Context: an optimization exercise on an open-source flow, tuned for small area, a short achievable clock period and few clock cycles. The choices shown serve that exercise and are no tape-out recipe.
In this exercise RTL edits were held to simulation tests only and were not proved equivalent to the original.

Design interpolation, start of the top module:
module interpolation (
    input           clk,
    input           RST,
    input           START,
    input   [5:0]   H0,
    input   [5:0]   V0,
    input   [3:0]   SW,
    input   [3:0]   SH,
    output          REN,
    input   [7:0]   R_DATA,
    output  [11:0]  ADDR,
    output  [7:0]   O_DATA,
    output          O_VALID
);
For scale: ~530 cells after synthesis, ~96 flip-flops, roughly 53 I/O pins, ~6300 sq um of cells after synthesis.
clock: 32.0 ns
lec_check: 0
cap_margin: 20
core_margin: 2
core_utilization: 40
slew_margin: 60
standard.sh (not shown) runs the stock make flow with config.mk's settings and CLKGATE_MAP_FILE= SYNTH_SCRIPT=/design/flow/synth_recipe.tcl, a recipe that flattens the netlist after the stock synthesis.
==> flow/flow/run.sh <==
#!/bin/bash
# Standard ORFS flow with buf_2 port buffers and a clock tree of clkbuf_8
# cells (root and leaves), without dummy loads. The make output
# goes to flow_make.log here; ORFS logs each tool
# under orfs/logs/.
set -euo pipefail
export BUFFER_PORTS_ARGS="-buffer_cell sky130_fd_sc_hd__buf_2"
export CTS_ARGS="-sink_clustering_enable -repair_clock_nets -root_buf sky130_fd_sc_hd__clkbuf_8 -buf_list sky130_fd_sc_hd__clkbuf_4 -dont_use_dummy_load -sink_clustering_size 30 -sink_clustering_max_diameter 150"
bash standard.sh > flow_make.log 2>&1
The baseline passed the timing, DRC and antenna checks.
Testbench counts at the start, summed over its fixed seeds: cycles 84,952.
Next try:
==> flow/flow/run.sh (replaced) <==
#!/bin/bash
# Standard ORFS flow with buf_1 input-port buffers, buf_2 output-port
# buffers (the post-global-placement hook resizes them) and a clock tree of
# clkbuf_8 cells (root and leaves), without dummy loads. The make output
# goes to flow_make.log here; ORFS logs each tool under orfs/logs/.
set -euo pipefail
here=$(pwd)
export BUFFER_PORTS_ARGS="-buffer_cell sky130_fd_sc_hd__buf_1"
export POST_GLOBAL_PLACE_TCL=$here/flow/post_gpl.tcl
export CTS_ARGS="-sink_clustering_enable -repair_clock_nets -root_buf sky130_fd_sc_hd__clkbuf_8 -buf_list sky130_fd_sc_hd__clkbuf_4 -dont_use_dummy_load"
bash standard.sh > flow_make.log 2>&1
==> flow/flow/post_gpl.tcl (new file) <==
# Resize the buffer that drives each output port to buf_2, and the
# flip-flop that drives that buffer to dfxtp_2.
set buf2 [get_lib_cells sky130_fd_sc_hd__buf_2]
set ff2 [get_lib_cells sky130_fd_sc_hd__dfxtp_2]
foreach port [get_ports -filter "direction == output"] {
  foreach pin [get_pins -of_objects [get_nets [get_full_name $port]] -filter "direction == output"] {
    set buf [get_cells -of_objects $pin]
    replace_cell $buf $buf2
    foreach ipin [get_pins -of_objects $buf -filter "direction == input"] {
      foreach dpin [get_pins -of_objects [get_nets -of_objects $ipin] -filter "direction == output"] {
        set drv [get_cells -of_objects $dpin]
        if {[get_property [get_lib_cells -of_objects $drv] name] eq "sky130_fd_sc_hd__dfxtp_1"} { replace_cell $drv $ff2 }
      }
    }
  }
}
Outcome: Clock-buffer cell count does not change; worst hold slack barely changes; design area stays flat; worst setup slack improved by 0.026 ns; core utilization hardly moves; register-to-register slack improved by 0.07 ns.
Next try:
--- a/flow/flow/post_gpl.tcl
+++ b/flow/flow/post_gpl.tcl
@@ -1,5 +1,5 @@
-# Resize the buffer that drives each output port to buf_2, and the
-# flip-flop that drives that buffer to dfxtp_2.
-set buf2 [get_lib_cells sky130_fd_sc_hd__buf_2]
-set ff2 [get_lib_cells sky130_fd_sc_hd__dfxtp_2]
+# Resize the buffer that drives each output port to buf_4, and the
+# flip-flop that drives that buffer to dfxtp_4.
+set buf2 [get_lib_cells sky130_fd_sc_hd__buf_4]
+set ff2 [get_lib_cells sky130_fd_sc_hd__dfxtp_4]
 foreach port [get_ports -filter "direction == output"] {
Via count fell by 0.98%.
Area after synthesis stays the same.
Worst hold slack got worse by 0.0039 ns.

## build 15
Starting RTL as in the previous note.
==> flow/config.mk <==
export PLATFORM = sky130hd
export DESIGN_NAME = interpolation
export DESIGN_NICKNAME = interpolation
export VERILOG_FILES = /design/flow/design.v
export SDC_FILE = /design/flow/constraint.sdc
export NUM_CORES = 4
export LEC_CHECK = 0
export CAP_MARGIN = 20
export CORE_MARGIN = 2
export CORE_UTILIZATION = 40
export SLEW_MARGIN = 60
==> flow/constraint.sdc <==
create_clock -name core_clock -period 32.0 [get_ports {clk}]
set_input_delay 6.4000 -clock core_clock [delete_from_list [all_inputs] [get_ports {clk}]]
set_output_delay 6.4000 -clock core_clock [all_outputs]
set_load 0.01 [all_outputs]
==> flow/flow/run.sh <==
#!/bin/bash
# Standard ORFS flow with buf_1 input-port buffers, buf_2 output-port
# buffers (the post-global-placement hook resizes them) and a clock tree of
# clkbuf_8 cells (root and leaves), without dummy loads. The make output
# goes to flow_make.log here; ORFS logs each tool under orfs/logs/.
set -euo pipefail
here=$(pwd)
export BUFFER_PORTS_ARGS="-buffer_cell sky130_fd_sc_hd__buf_1"
export POST_GLOBAL_PLACE_TCL=$here/flow/post_gpl.tcl
export CTS_ARGS="-sink_clustering_enable -repair_clock_nets -root_buf sky130_fd_sc_hd__clkbuf_8 -buf_list sky130_fd_sc_hd__clkbuf_4 -dont_use_dummy_load"
bash standard.sh > flow_make.log 2>&1
==> flow/flow/post_gpl.tcl <==
# Resize the buffer that drives each output port to buf_2.
set buf2 [get_lib_cells sky130_fd_sc_hd__buf_2]
foreach port [get_ports -filter "direction == output"] {
  foreach pin [get_pins -of_objects [get_nets [get_full_name $port]] -filter "direction == output"] {
    replace_cell [get_cells -of_objects $pin] $buf2
  }
}
Testbench counts of build 15, summed over its fixed seeds: cycles 84,952.
Here is what was changed in the inputs of build 58 compared with build 15.
==> flow/flow/post_gpl.tcl <==
# Resize the buffer that drives each output port to buf_2.
set buf2 [get_lib_cells sky130_fd_sc_hd__buf_2]
foreach port [get_ports -filter "direction == output"] {
  foreach pin [get_pins -of_objects [get_nets -of_objects $port] -filter "direction == output"] {
    replace_cell [get_cells -of_objects $pin] $buf2
  }
}
==> notes.md <==
In summary, build 15 completed successfully, with a layout that passed the timing, DRC and antenna checks. The flow ended early for build 58: it failed with a tool error in global placement. Build 15 and build 58 ended up with roughly the same adder-cell share of the synthesized area. [compare] base=build 15 new=build 58: async set-or-reset flop fraction in the synthesized netlist closely matched the old numbers, synthesized cell count closely matched the old numbers.
### build 58 -> build 31
Settings: changing SLEW_MARGIN from 60 to 20.
==> flow/flow/post_gpl.tcl <==
# Resize the buffer that drives each output port to buf_2.
set buf2 [get_lib_cells sky130_fd_sc_hd__buf_2]
foreach port [get_ports -filter "direction == output"] {
  foreach pin [get_pins -of_objects [get_nets [get_full_name $port]] -filter "direction == output"] {
    replace_cell [get_cells -of_objects $pin] $buf2
  }
}
### Flow results
- Build 31 reached the final stage; the timing, DRC and antenna checks on its layout passed.
- On synthesized cell count, build 58 and build 31 are basically level.
- From build 58 to build 31 the numbers moved as follows: synthesized area flat; count of buffers from port buffering flat; die outline height flat.
Modified inputs, build 43 compared to build 31
Settings: SLEW_MARGIN changed from 20 to 40.
Results
On fmax, build 31 and build 43 are basically level.
Re non-clock buffer area fraction after layout: build 43 is 0.25 points down on build 31.
Build 43 against build 31: finished layout cell area held steady, number of global-route vias before repair grew by 0.38%, first-pass GRT wire length shrank by about 0.7%, share of post-route cells with drive strength above 1 held steady.
Per the comparison of build 43 with build 31, share of the final layout cell area in sequential cells stayed essentially flat; relative area of clock buffers and inverters in the final design saw little to no change.
Changes in build 32 relative to build 43:
Settings: SLEW_MARGIN now 60, was 40.
==> flow/flow/run.sh <==
#!/bin/bash
# Standard ORFS flow with buf_2 port buffers and a clock tree of clkbuf_8
# cells (root and leaves), without dummy loads. The make output
# goes to flow_make.log here; ORFS logs each tool
# under orfs/logs/.
set -euo pipefail
export BUFFER_PORTS_ARGS="-buffer_cell sky130_fd_sc_hd__buf_2"
export CTS_ARGS="-sink_clustering_enable -repair_clock_nets -root_buf sky130_fd_sc_hd__clkbuf_8 -buf_list sky130_fd_sc_hd__clkbuf_4 -dont_use_dummy_load"
bash standard.sh > flow_make.log 2>&1
removed: flow/flow/post_gpl.tcl
==> comparison <==
- Changes observed in build 32 relative to build 43: fmax has remained practically unchanged, time the final worst path needs with I/O delays and setup higher, relative area change from synthesis to final layout moved up, utilization rose 0.33 points.
- Build 32 has pre-CTS setup slack above what build 43 had.

Another version of the RTL of interpolation (not shown whole).
For scale: roughly 660 cells after synthesis, roughly 53 I/O pins, roughly 0.0073 sq mm of cells after synthesis.
// interpolation
module interpolation (
    input           clk,
    input           RST,
    input           START,
    input   [5:0]   H0,
    input   [5:0]   V0,
    input   [3:0]   SW,
    input   [3:0]   SH,
    output          REN,
    input   [7:0]   R_DATA,
    output  [11:0]  ADDR,
    output  [7:0]   O_DATA,
    output          O_VALID
);
clock: 32.0 ns
lec_check: 0
cap_margin: 20
core_margin: 2
core_utilization: 40
cts_buf_list: sky130_fd_sc_hd__clkbuf_16
cts_cluster_diameter: 300
cts_cluster_size: 100
slew_margin: 20
run.sh (not shown) runs the stock make flow with config.mk's settings and CLKGATE_MAP_FILE= SYNTH_SCRIPT=/design/flow/synth_recipe.tcl, a recipe that flattens the netlist after the stock synthesis.
Stock flow here: none of the scripts above is used.
Testbench counts at the start, summed over its fixed seeds: cycles 87,218.
Rerun with:
--- a/flow/config.mk
+++ b/flow/config.mk
@@ -11,3 +10,0 @@
-export CTS_BUF_LIST = sky130_fd_sc_hd__clkbuf_16
-export CTS_CLUSTER_DIAMETER = 300
-export CTS_CLUSTER_SIZE = 100
Final cell count stays the same.
Non-clock buffer count does not change.
Via count barely changes.
Worst setup slack hardly moves.
Synthesized cell count stays the same.
Routed wire length stays flat.
Die area stays the same.
Area after synthesis stays the same.
Clock skew hardly moves.
Rerun with:
--- a/flow/config.mk
+++ b/flow/config.mk
@@ -10,0 +11 @@
+export CTS_BUF_LIST = sky130_fd_sc_hd__clkbuf_4
Effect: Die area is unchanged. Cell count does not change. Worst setup slack gets worse by 130 ps. Cell area goes down by 3.6%. Global-route usage stays flat. Non-clock buffer count does not change. Via count hardly moves. Utilization shrinks by 1.7 points. Synthesized cell count is unchanged. Critical path depth does not change.
Rerun with:
==> flow/flow/run.sh (new file) <==
#!/bin/bash
# Standard ORFS flow; the port buffers are buf_2 cells instead of the
# default choice. Each tool's output is logged by ORFS under orfs/logs/;
# the make output goes to flow_make.log here.
set -euo pipefail
export BUFFER_PORTS_ARGS="-buffer_cell sky130_fd_sc_hd__buf_2"
bash standard.sh > flow_make.log 2>&1
==> flow/standard.sh (new file) <==
#!/bin/bash
# synth_recipe.tcl (not shown) runs the flow's synth.tcl, then flattens the netlist and writes it again
# the make line also repeats each setting of config.mk as NAME=value (left out here)
make -C /OpenROAD-flow-scripts/flow DESIGN_CONFIG=/design/flow/config.mk WORK_HOME=/design/flow/orfs CLKGATE_MAP_FILE= SYNTH_SCRIPT=/design/flow/synth_recipe.tcl "${@:-finish}"
--- a/flow/config.mk
+++ b/flow/config.mk
@@ -11 +10,0 @@
-export CTS_BUF_LIST = sky130_fd_sc_hd__clkbuf_4
removed: flow/run.sh
After rerunning: The changed run completed with no timing, DRC or antenna violations. Hold slack degrades by 8.6 ps. Final cell count does not change. Utilization is higher by 0.54 points. Final area is higher by about 1.2%. Synthesized area is unchanged. Count of clock-buffer cells in the layout is higher by 2. Setup slack improves by 540 ps.

The RTL this note starts from:
==> flow/design.v <==
module interpolation (
    input           clk,
    input           RST,
    input           START,
    input   [5:0]   H0,
    input   [5:0]   V0,
    input   [3:0]   SW,
    input   [3:0]   SH,
    output          REN,
    input   [7:0]   R_DATA,
    output  [11:0]  ADDR,
    output  [7:0]   O_DATA,
    output          O_VALID
);
assign REN = 1'b0;
reg [5:0] h0;
reg [3:0] sw, sh;            
reg [5:0] rrow;              
reg [3:0] ryf;               
reg [3:0] rc;                
reg       rsub;              
reg [11:0] addr;
reg        a_vld, a_bot;     
reg [3:0]  a_yr;
reg        r_top, r_last;    
reg [7:0] T, B;
reg [3:0] c_yr;
reg       cfull;
reg [7:0] N;
reg       nv;
reg [1:0] cnt;               
reg        active, loaded;
reg [4:0]  oj, oi;            
reg [3:0]  xp;                
reg [7:0]  vl, vu;
reg [7:0]  odata;
reg        ovalid;
assign ADDR = addr;
assign O_DATA = odata;
assign O_VALID = ovalid;
function [7:0] lerp3;
    input [7:0] c, a, b;
    input [3:0] r;
    reg [11:0] x0, x1, x2, x3, x4, s1, c1, s2, c2, s;
    begin
        x0 = {4'd0, c};
        x1 = {4'd0, r[0] ? b : a};
        x2 = {3'd0, r[1] ? b : a, 1'b0};
        x3 = {2'd0, r[2] ? b : a, 2'b0};
        x4 = {1'd0, r[3] ? b : a, 3'b0};
        s1 = x0 ^ x1 ^ x2;
        c1 = ((x0 & x1) | (x0 & x2) | (x1 & x2)) << 1;
        s2 = s1 ^ c1 ^ x3;
        c2 = ((s1 & c1) | (s1 & x3) | (c1 & x3)) << 1;
        s = s2 + c2 + x4;
        lerp3 = s[11:4];
    end
endfunction
wire [7:0] vcol = lerp3(T, T, B, c_yr);
wire       row_end = (oj == 5'b11000);
wire [4:0] xsum = {1'b0, xp} + {1'b0, sw};
wire       pop_next = row_end | xsum[4];
wire       avail = nv | cfull;
wire       produce = active & loaded;
wire       want = active & (~loaded | (pop_next & ~(row_end & (oi == 5'b11000))));
wire       take = want & avail;
wire [7:0] src = nv ? N : vcol;
wire       issue = rsub | (cnt != 2'd2) | take;
wire       col_done = rsub | (ryf == 4'd0);
wire [4:0] ysum = {1'b0, ryf} + {1'b0, sh};
always @(posedge clk) begin
    addr <= {rrow + {5'd0, rsub}, h0 + {2'd0, rc}};
    a_yr <= ryf;
    a_bot <= rsub;
    odata <= lerp3(vu, vl, vu, xp);    
    if (r_top)
        T <= R_DATA;
    if (r_last)
        B <= R_DATA;
    if (a_vld & a_bot)
        c_yr <= a_yr;
    if (take) begin
        vl <= vu;
        vu <= src;
    end
    if (nv ? take : ~take)
        N <= vcol;
    if (START) begin
        h0 <= H0;
        sw <= SW - 4'd1;
        sh <= SH - 4'd1;
    end
end
always @(posedge clk) begin
    if (START) begin
        rrow <= V0;
        ryf <= 4'd0;
        rc <= 4'd0;
        rsub <= 1'b0;
        a_vld <= 1'b0;
        r_top <= 1'b0;
        r_last <= 1'b0;
        cfull <= 1'b0;
        nv <= 1'b0;
        cnt <= 2'd0;
        active <= 1'b1;
        loaded <= 1'b0;
        oj <= 5'd1;
        oi <= 5'd1;
        xp <= 4'd15;
        ovalid <= 1'b0;
    end else begin
        a_vld <= issue;
        r_top <= a_vld & ~a_bot;
        r_last <= a_vld & (a_bot | (a_yr == 4'd0));
        if (issue) begin
            if (col_done) begin
                rsub <= 1'b0;
                if (rc == sw) begin
                    rc <= 4'd0;
                    ryf <= ysum[3:0];
                    rrow <= rrow + {5'd0, ysum[4]};
                end else begin
                    rc <= rc + 4'd1;
                end
            end else begin
                rsub <= 1'b1;
            end
        end
        cnt <= cnt + {1'b0, issue & ~rsub} - {1'b0, take};
        if (take)
            nv <= nv & cfull;
        else if (cfull)
            nv <= 1'b1;
        cfull <= r_last | (cfull & nv & ~take);
        ovalid <= produce;
        if (produce) begin
            if (row_end) begin
                oj <= 5'd1;
                xp <= 4'd15;
                oi <= {oi[3:0], oi[4] ^ oi[2]};
                if (oi == 5'b11000)
                    active <= 1'b0;
            end else begin
                oj <= {oj[3:0], oj[4] ^ oj[2]};
                xp <= xsum[3:0];
            end
            loaded <= ~pop_next | take;
        end else if (take) begin
            loaded <= 1'b1;
        end
        if (RST)
            active <= 1'b0;
    end
end
endmodule
==> flow/config.mk <==
export PLATFORM = sky130hd
export DESIGN_NAME = interpolation
export DESIGN_NICKNAME = interpolation
export VERILOG_FILES = /design/flow/design.v
export SDC_FILE = /design/flow/constraint.sdc
export NUM_CORES = 4
export LEC_CHECK = 0
export CAP_MARGIN = 20
export CORE_MARGIN = 2
export CORE_UTILIZATION = 40
export SLEW_MARGIN = 60
==> flow/constraint.sdc <==
create_clock -name core_clock -period 32.0 [get_ports {clk}]
set_input_delay 6.4000 -clock core_clock [delete_from_list [all_inputs] [get_ports {clk}]]
set_output_delay 6.4000 -clock core_clock [all_outputs]
set_load 0.01 [all_outputs]
standard.sh (not shown) runs the stock make flow with config.mk's settings and CLKGATE_MAP_FILE= SYNTH_SCRIPT=/design/flow/synth_recipe.tcl, a recipe that flattens the netlist after the stock synthesis.
==> flow/flow/run.sh <==
#!/bin/bash
# Standard ORFS flow with buf_2 port buffers and a clock tree of clkbuf_4
# leaf cells under a clkbuf_16 root, without dummy loads. The make output goes to flow_make.log here; ORFS logs each tool
# under orfs/logs/.
set -euo pipefail
export BUFFER_PORTS_ARGS="-buffer_cell sky130_fd_sc_hd__buf_2"
export CTS_ARGS="-sink_clustering_enable -repair_clock_nets -root_buf sky130_fd_sc_hd__clkbuf_16 -buf_list sky130_fd_sc_hd__clkbuf_4 -dont_use_dummy_load"
bash standard.sh > flow_make.log 2>&1
Testbench counts at the start, summed over its fixed seeds: cycles 87,218.
==> next run, changes <==
==> flow/flow/run.sh (replaced) <==
#!/bin/bash
# Standard ORFS flow with buf_2 port buffers and a clock tree of clkbuf_8
# cells. The make output goes to flow_make.log here; ORFS logs each tool
# under orfs/logs/.
set -euo pipefail
export BUFFER_PORTS_ARGS="-buffer_cell sky130_fd_sc_hd__buf_1"
export CTS_ARGS="-sink_clustering_enable -repair_clock_nets -root_buf sky130_fd_sc_hd__clkbuf_16 -buf_list sky130_fd_sc_hd__clkbuf_8 -sink_clustering_size 20 -sink_clustering_max_diameter 100 -balance_levels"
bash standard.sh > flow_make.log 2>&1
After rerunning:
- The changed run went through all stages and came out clean
- worst hold slack barely changes
- final cell count climbs by 1.7%
- maximum frequency decreases by 0.45%
- non-clock buffer count does not change
==> next run, changes <==
==> flow/flow/run.sh (replaced) <==
#!/bin/bash
# Standard ORFS flow with buf_2 port buffers and a clock tree of clkbuf_8
# cells. The make output goes to flow_make.log here; ORFS logs each tool
# under orfs/logs/.
set -euo pipefail
export BUFFER_PORTS_ARGS="-buffer_cell sky130_fd_sc_hd__buf_2"
export CTS_ARGS="-sink_clustering_enable -repair_clock_nets -root_buf sky130_fd_sc_hd__clkbuf_16 -buf_list sky130_fd_sc_hd__clkbuf_8 -dont_use_dummy_load"
bash standard.sh > flow_make.log 2>&1
After rerunning:
- final cell count falls by 1.7%
- wire length came out higher by 0.46%
- cell area drops by 2.1%
- clock-buffer cell count stays the same
- maximum frequency goes up by 0.64%
- register-to-register slack is worse by 0.03 ns
- setup slack is better by 0.046 ns
==> next run, changes <==
==> flow/flow/run.sh (replaced) <==
#!/bin/bash
# Standard ORFS flow with buf_2 port buffers and a clock tree of clkbuf_8
# cells. The make output goes to flow_make.log here; ORFS logs each tool
# under orfs/logs/.
set -euo pipefail
export BUFFER_PORTS_ARGS="-buffer_cell sky130_fd_sc_hd__buf_2"
export CTS_ARGS="-sink_clustering_enable -repair_clock_nets -root_buf sky130_fd_sc_hd__clkbuf_16 -buf_list {sky130_fd_sc_hd__clkbuf_4 sky130_fd_sc_hd__clkbuf_8} -dont_use_dummy_load"
bash standard.sh > flow_make.log 2>&1
=>
- The changed run passed the timing, DRC and antenna checks
- global-route usage is unchanged
- via count is unchanged
- area after synthesis stays the same
- register-to-register slack barely changes

[what the ideal ports hide]
The results above use ideal ports. As a check the final layouts listed here were re-extracted and re-timed, cells and wires unchanged.
Step 1 (the two cells are an assumption about what drives the block):
set clk [get_ports {clk}]
set_driving_cell -lib_cell sky130_fd_sc_hd__clkbuf_16 $clk
set_driving_cell -lib_cell sky130_fd_sc_hd__buf_2 [delete_from_list [all_inputs] $clk]
Step 2 adds t to the input delays and takes it off the output delays; t is the mean of the earliest and latest rising clock arrival at the registers after step 1. Input paths then give back, and output paths get back, about the clock's delay inside the block.
Slacks: no drivers / after step 1 / after step 2; pairs: no drivers / after step 1.
run	t (ns)	slack for setup (ns)	clock arrival spread, ns	worst register clock-pin slew, ns
the first run of note 1	0.390	24.705 / 24.673 / 24.663	0.020 / 0.021	0.09 / 0.09
the second run of note 1	0.401	24.732 / 24.698 / 24.780	0.026 / 0.026	0.10 / 0.10
the third run of note 1	0.398	24.725 / 24.691 / 24.769	0.024 / 0.025	0.10 / 0.10
build 15	0.392	24.714 / 24.679 / 24.772	0.016 / 0.016	0.09 / 0.09
build 31	0.393	24.706 / 24.673 / 24.707	0.019 / 0.019	0.09 / 0.09
build 43	0.392	24.709 / 24.677 / 24.584	0.019 / 0.019	0.09 / 0.09
build 32	0.390	24.705 / 24.673 / 24.663	0.020 / 0.021	0.09 / 0.09
the first run of note 3	0.451	24.336 / 24.297 / 24.388	0.006 / 0.005	0.06 / 0.06
the second run of note 3	0.450	24.338 / 24.300 / 24.392	0.005 / 0.005	0.06 / 0.06
the third run of note 3	0.562	24.204 / 24.169 / 24.400	0.013 / 0.013	0.12 / 0.12
the fourth run of note 3	0.453	24.743 / 24.699 / 24.382	0.008 / 0.008	0.06 / 0.06
the first run of note 4	0.387	24.788 / 24.748 / 24.471	0.027 / 0.028	0.11 / 0.11
the second run of note 4	0.401	24.756 / 24.718 / 24.473	0.008 / 0.008	0.08 / 0.08
the third run of note 4	0.393	24.802 / 24.763 / 24.469	0.017 / 0.016	0.07 / 0.07
the fourth run of note 4	0.393	24.802 / 24.763 / 24.469	0.017 / 0.016	0.07 / 0.07
After both steps setup and hold are still met in every run listed. For the fourth run of note 3, which loses most, drivers alone change the setup slack by -0.044 ns; drivers and shift together by -0.361 ns.
